Source: an optimization exercise on an open RTL-to-GDS flow (aim: small area). Production flows keep margins and buffers that such runs may drop.
In this exercise RTL edits were held to simulation tests only and were not proved equivalent to the original.
The clock port is modelled as an ideal driver, which makes a skipped or thinned clock tree look cheaper than it is; a real chip needs a root buffer or a tree.
Power figures rest on the tool's default switching activity, not on a simulated workload.

==> sierra: inputs <==
Design pcs_8b_10b, start of the top module:
module pcs_8b_10b(clk, reset, tx_rd_in, tx_char_val, tx_data_in, tx_data_out, rx_rd_in, rx_char_val, rx_data_in, rx_data_out);
clock: 4.0 ns
lec_check: 0
cap_margin: 20
core_margin: 2
core_utilization: 60
gpl_timing_driven: 0
place_density: 0.7
slew_margin: 20
standard.sh (not shown) runs the stock make flow with config.mk's settings and CLKGATE_MAP_FILE= SYNTH_SCRIPT=/design/flow/synth_recipe.tcl, a recipe that flattens the netlist after the stock synthesis.
==> flow/flow/run.sh <==
#!/bin/bash
# Own layout flow: the standard layout (standard.sh) with three changes.
#  1. Synthesis is the standard script (synth_recipe.tcl) with the combinational
#     mapping step changed: no half/full-adder extraction and an area-oriented
#     ABC mapping (flow/area.abc). Registers are made by the same Yosys passes as
#     in the standard synthesis, so they keep their names and cell types.
#  2. Ports are buffered with sky130_fd_sc_hd__buf_1 instead of the default.
#  3. The clock tree is built by flow/cts_pre.tcl (a few clock buffers, each
#     driving one group of nearby clock pins) in place of clock_tree_synthesis.
# Each tool's output goes to a log file of its own in the work folder.
set -euo pipefail
WORK="$(cd "$(dirname "$0")/.." && pwd)"
cd "$WORK"

# synthesis script: the standard one with our mapping step
sed -e "s#@AREA_ABC@#$WORK/flow/area.abc#" flow/synth_pre.tcl > "$WORK/own_synth.tcl"
tail -n +2 synth_recipe.tcl >> "$WORK/own_synth.tcl"

# the standard make line, with our synthesis script
sed -e "s#SYNTH_SCRIPT=[^ ]*#SYNTH_SCRIPT=$WORK/own_synth.tcl#" standard.sh > own_standard.sh

bash own_standard.sh synth > "$WORK/log_synth.txt" 2>&1

export PRE_CTS_TCL="$WORK/flow/cts_pre.tcl"
export BUFFER_PORTS_ARGS="-buffer_cell sky130_fd_sc_hd__buf_1"
bash own_standard.sh > "$WORK/log_layout.txt" 2>&1
test -s out/final.def
==> flow/flow/area.abc <==
strash
&get -n
&dch -f
&nf -R 100 -p -C 32 -F 8
&put
topo
Other scripts of this flow, unchanged in this note and not shown: flow/flow/cts_pre.tcl, flow/flow/synth_pre.tcl
==> amber (differences from sierra) <==
==> flow/flow/area.abc (replaced) <==
strash
&get -n
&dch -f
&nf -R 20 -p -C 32 -F 8
&put
topo
==> results.txt <==
- Met3 WL post-DR: approximately 150 um
- Synth cell count leaders: dfxtp_1 (45), a21oi_1 (21), nand2_1 (16)
- Worst-case headroom to the max-slew limit: 0.6773
- Count of buffers added by post-CTS timing repair for setup: 2
- Share of the final layout cell area in multi-input gates: 0.4416
- Final standard cell utilization of the core: 0.7126
- Status: complete, no violations
- Leakage: 0.8292 nW
- Fraction of final layout cells with drive strength greater than 1: 0.05372
[end of results for sierra]
==> results.txt <==
- Share of synthesized area spent on multiplexers: 0.03347
- Final standard cell utilization of the core: 0.7000
- Leakage: between 0.8 and 0.9 nW
- Cell area after layout: 2102 um2
- Register-to-Register Path Depth: 7
- Synth cell count leaders: dfxtp_1 (45), a21oi_1 (17), nand2_1 (15)
- Status: complete, no violations
- Worst-case headroom to the max-slew limit: 0.6907
- Post_cts resized: 0
- Multi-input logic cell count: ~150
- Share of the final layout cell area in multi-input gates: 0.4500
- Fraction of final layout cells with drive strength greater than 1: 0.01240
- Met3 WL post-DR: around 160 um
- Slowest Stage Delay on Critical Path: approximately 0.51 ns
- Layer with the highest usage: met2
[end of results for amber]
No run of this note takes its clock network from TritonCTS; it comes from the design's own scripts or RTL.


==> run X <==
pcs_8b_10b, a different RTL version from the one above (not shown whole).
clock: 4.0 ns
lec_check: 0
cap_margin: 20
core_margin: 2
core_utilization: 60
gpl_timing_driven: 0
place_density: 0.7
slew_margin: 20
==> flow/flow/area.abc <==
strash
&get -n
&synch2
&nf -R 30 -p -C 32 -F 8
&put
topo
Scripts as last shown in full above: flow/flow/run.sh
Other scripts of this flow, unchanged in this note and not shown: flow/flow/cts_pre.tcl, flow/flow/synth_pre.tcl
==> run P (differences from run X) <==
==> flow/flow/area.abc (replaced) <==
strash
&get -n
&dch -f
&nf -R 30 -p -C 32 -F 8 -a
&put
topo
==> run Y (differences from run X) <==
==> flow/flow/area.abc (replaced) <==
strash
&get -n
&dch -f
&nf -p -C 32 -F 8 -D 2400
&put
topo
==> results.txt <==
Total power is about the same in run X and run Y.
Hold slack, highest first: run Y, run P, run X.
Sequential power is about the same in run Y and run P.
The lowest synthesized cell count belongs to run X, the highest to run Y.
In via count, run P and run X hardly differ.
In every run of this note, the design's own scripts or RTL, not TritonCTS, make the clock network.


==> inputs of 01-12 <==
pcs_8b_10b, a different RTL version from the one above (not shown whole).
// pcs_8b_10b
module pcs_8b_10b(clk, reset, tx_rd_in, tx_char_val, tx_data_in, tx_data_out, rx_rd_in, rx_char_val, rx_data_in, rx_data_out);
clock: 4.0 ns
lec_check: 0
cap_margin: 20
core_margin: 2
core_utilization: 40
slew_margin: 20
==> flow/flow/run.sh <==
#!/bin/bash
# Own layout flow: the standard layout, with two changes.
#  1. Synthesis is the standard script (synth_recipe.tcl) with the combinational
#     mapping step changed: no half/full-adder extraction and an area-only ABC
#     mapping (flow/area.abc). Registers are made by the same passes as in the
#     standard synthesis, so they keep their names and cell types.
#  2. Ports are buffered with sky130_fd_sc_hd__buf_1 instead of the default.
# Each tool's output goes to a log file of its own in the work folder.
set -euo pipefail
WORK="$(cd "$(dirname "$0")/.." && pwd)"
cd "$WORK"

# synthesis script: the standard one with our mapping step
sed -e "s#@AREA_ABC@#$WORK/flow/area.abc#" flow/synth_pre.tcl > "$WORK/own_synth.tcl"
tail -n +2 synth_recipe.tcl >> "$WORK/own_synth.tcl"

# the standard make line, with our synthesis script
sed -e "s#SYNTH_SCRIPT=[^ ]*#SYNTH_SCRIPT=$WORK/own_synth.tcl#" standard.sh > own_standard.sh

bash own_standard.sh synth > "$WORK/log_synth.txt" 2>&1
BUFFER_PORTS_ARGS="-buffer_cell sky130_fd_sc_hd__buf_1" bash own_standard.sh > "$WORK/log_layout.txt" 2>&1
test -s out/final.def
==> flow/flow/area.abc <==
strash
&get -n
&dch -f
&nf -R 1000
&put
topo
==> flow/flow/synth_pre.tcl <==
proc synth {args} { yosys synth -nofsm -noshare {*}$args }
# no half/full-adder extraction
proc extract_fa {args} { puts "extract_fa skipped" }
# area-only mapping script in place of the standard one
proc abc {args} {
  set out {}
  set skip 0
  foreach a $args {
    if { $skip } { set skip 0; continue }
    if { $a eq "-script" } { lappend out -script @AREA_ABC@; set skip 1; continue }
    if { $a eq "-D" } { set skip 1; continue }
    lappend out $a
  }
  yosys abc {*}$out
}
==> inputs of 09-05, as changes to 01-12 <==
--- a/flow/flow/run.sh
+++ b/flow/flow/run.sh
@@ -7,2 +7,3 @@
 #  2. Ports are buffered with sky130_fd_sc_hd__buf_1 instead of the default.
+#  3. Clock tree synthesis arguments from flow/cts_args.txt when it exists.
 # Each tool's output goes to a log file of its own in the work folder.
@@ -20,2 +21,5 @@
 bash own_standard.sh synth > "$WORK/log_synth.txt" 2>&1
+if [[ -f flow/cts_args.txt ]]; then
+  export CTS_ARGS="$(tr '\n' ' ' < flow/cts_args.txt)"
+fi
 BUFFER_PORTS_ARGS="-buffer_cell sky130_fd_sc_hd__buf_1" bash own_standard.sh > "$WORK/log_layout.txt" 2>&1
==> flow/flow/cts_args.txt (new file) <==
-sink_clustering_enable -repair_clock_nets -dont_use_dummy_load -buf_list sky130_fd_sc_hd__clkbuf_16 -root_buf sky130_fd_sc_hd__clkbuf_16 -sink_clustering_size 50 -sink_clustering_max_diameter 500
Settings changed: CORE_UTILIZATION 40 to 60, GPL_TIMING_DRIVEN from default to 0, PLACE_DENSITY from default to 0.7.
==> inputs of 07-09, as changes to 01-12 <==
--- a/flow/flow/run.sh
+++ b/flow/flow/run.sh
@@ -7,2 +7,3 @@
 #  2. Ports are buffered with sky130_fd_sc_hd__buf_1 instead of the default.
+#  3. Clock tree synthesis arguments from flow/cts_args.txt when it exists.
 # Each tool's output goes to a log file of its own in the work folder.
@@ -20,2 +21,5 @@
 bash own_standard.sh synth > "$WORK/log_synth.txt" 2>&1
+if [[ -f flow/cts_args.txt ]]; then
+  export CTS_ARGS="$(tr '\n' ' ' < flow/cts_args.txt)"
+fi
 BUFFER_PORTS_ARGS="-buffer_cell sky130_fd_sc_hd__buf_1" bash own_standard.sh > "$WORK/log_layout.txt" 2>&1
==> flow/flow/cts_args.txt (new file) <==
-sink_clustering_enable -repair_clock_nets -dont_use_dummy_load -buf_list sky130_fd_sc_hd__clkbuf_4 -root_buf sky130_fd_sc_hd__clkbuf_4
==> inputs of 02-24, as changes to 01-12 <==
--- a/flow/flow/run.sh
+++ b/flow/flow/run.sh
@@ -7,2 +7,3 @@
 #  2. Ports are buffered with sky130_fd_sc_hd__buf_1 instead of the default.
+#  3. Clock tree synthesis arguments from flow/cts_args.txt when it exists.
 # Each tool's output goes to a log file of its own in the work folder.
@@ -20,2 +21,5 @@
 bash own_standard.sh synth > "$WORK/log_synth.txt" 2>&1
+if [[ -f flow/cts_args.txt ]]; then
+  export CTS_ARGS="$(tr '\n' ' ' < flow/cts_args.txt)"
+fi
 BUFFER_PORTS_ARGS="-buffer_cell sky130_fd_sc_hd__buf_1" bash own_standard.sh > "$WORK/log_layout.txt" 2>&1
==> flow/flow/cts_args.txt (new file) <==
-sink_clustering_enable -repair_clock_nets -dont_use_dummy_load
Settings changed: CORE_UTILIZATION 40 to 60, GPL_TIMING_DRIVEN from default to 0, PLACE_DENSITY from default to 0.7.
==> notes <==
In flip-flop and latch count, 09-05 and 07-09 do not differ. In synthesized area, 09-05 and 01-12 do not differ. In critical path depth, 09-05 and 02-24 do not differ. Sequential share of layout area, highest first: 02-24, 07-09, 09-05, 01-12. Of 09-05 and 07-09, 07-09 has the higher final cell count (gap about 7%, measured against 07-09). The highest setup slack belongs to 07-09, the lowest to 02-24. Clock power: 02-24 is smaller than 01-12 (48%). Of 02-24 and 01-12, 01-12 has the higher clock-buffer cell count (gap 1). Of 09-05 and 01-12, 01-12 has the higher register-to-register slack (gap 0.04 ns).

separate check: timing with driven ports:
In the flow no input, the clock included, has a driving cell. The finished layouts below were timed again as built, in two steps. Step 1 sets driving cells, clkbuf_16 on the clock port and buf_2 on the other inputs (assumed; they add their load-dependent delay and slew). Step 2 adds t to the input delays and takes it off the output delays; t is the mean of the earliest and latest rising clock arrival at the registers after step 1. Input paths then give back, and output paths get back, about the clock's delay inside the block. Slacks: ideal / step 1 / step 2; pairs: ideal / step 1.
run | t (ns) | slack for setup (ns) | worst setup path at the end
sierra | 0.190 | 0.243 / 0.269 / 0.079 | input to register
amber | 0.183 | 0.341 / 0.364 / 0.181 | input to register
run X | 0.191 | 0.286 / 0.306 / 0.115 | input to register
run P | 0.191 | 0.247 / 0.274 / 0.083 | input to register
run Y | 0.186 | 0.303 / 0.323 / 0.137 | input to register
01-12 | 0.320 | 0.544 / 0.546 / 0.226 | input to register
09-05 | 0.303 | 0.361 / 0.375 / 0.072 | input to register
07-09 | 0.352 | 0.605 / 0.609 / 0.257 | input to register
02-24 | 0.348 | 0.307 / 0.310 / -0.038 | input to register
With both steps, setup timing fails in 02-24, where it was met with ideal ports. The setup slack of 07-09, which loses most, moves by +0.004 ns with the drivers and by -0.348 ns with both steps.
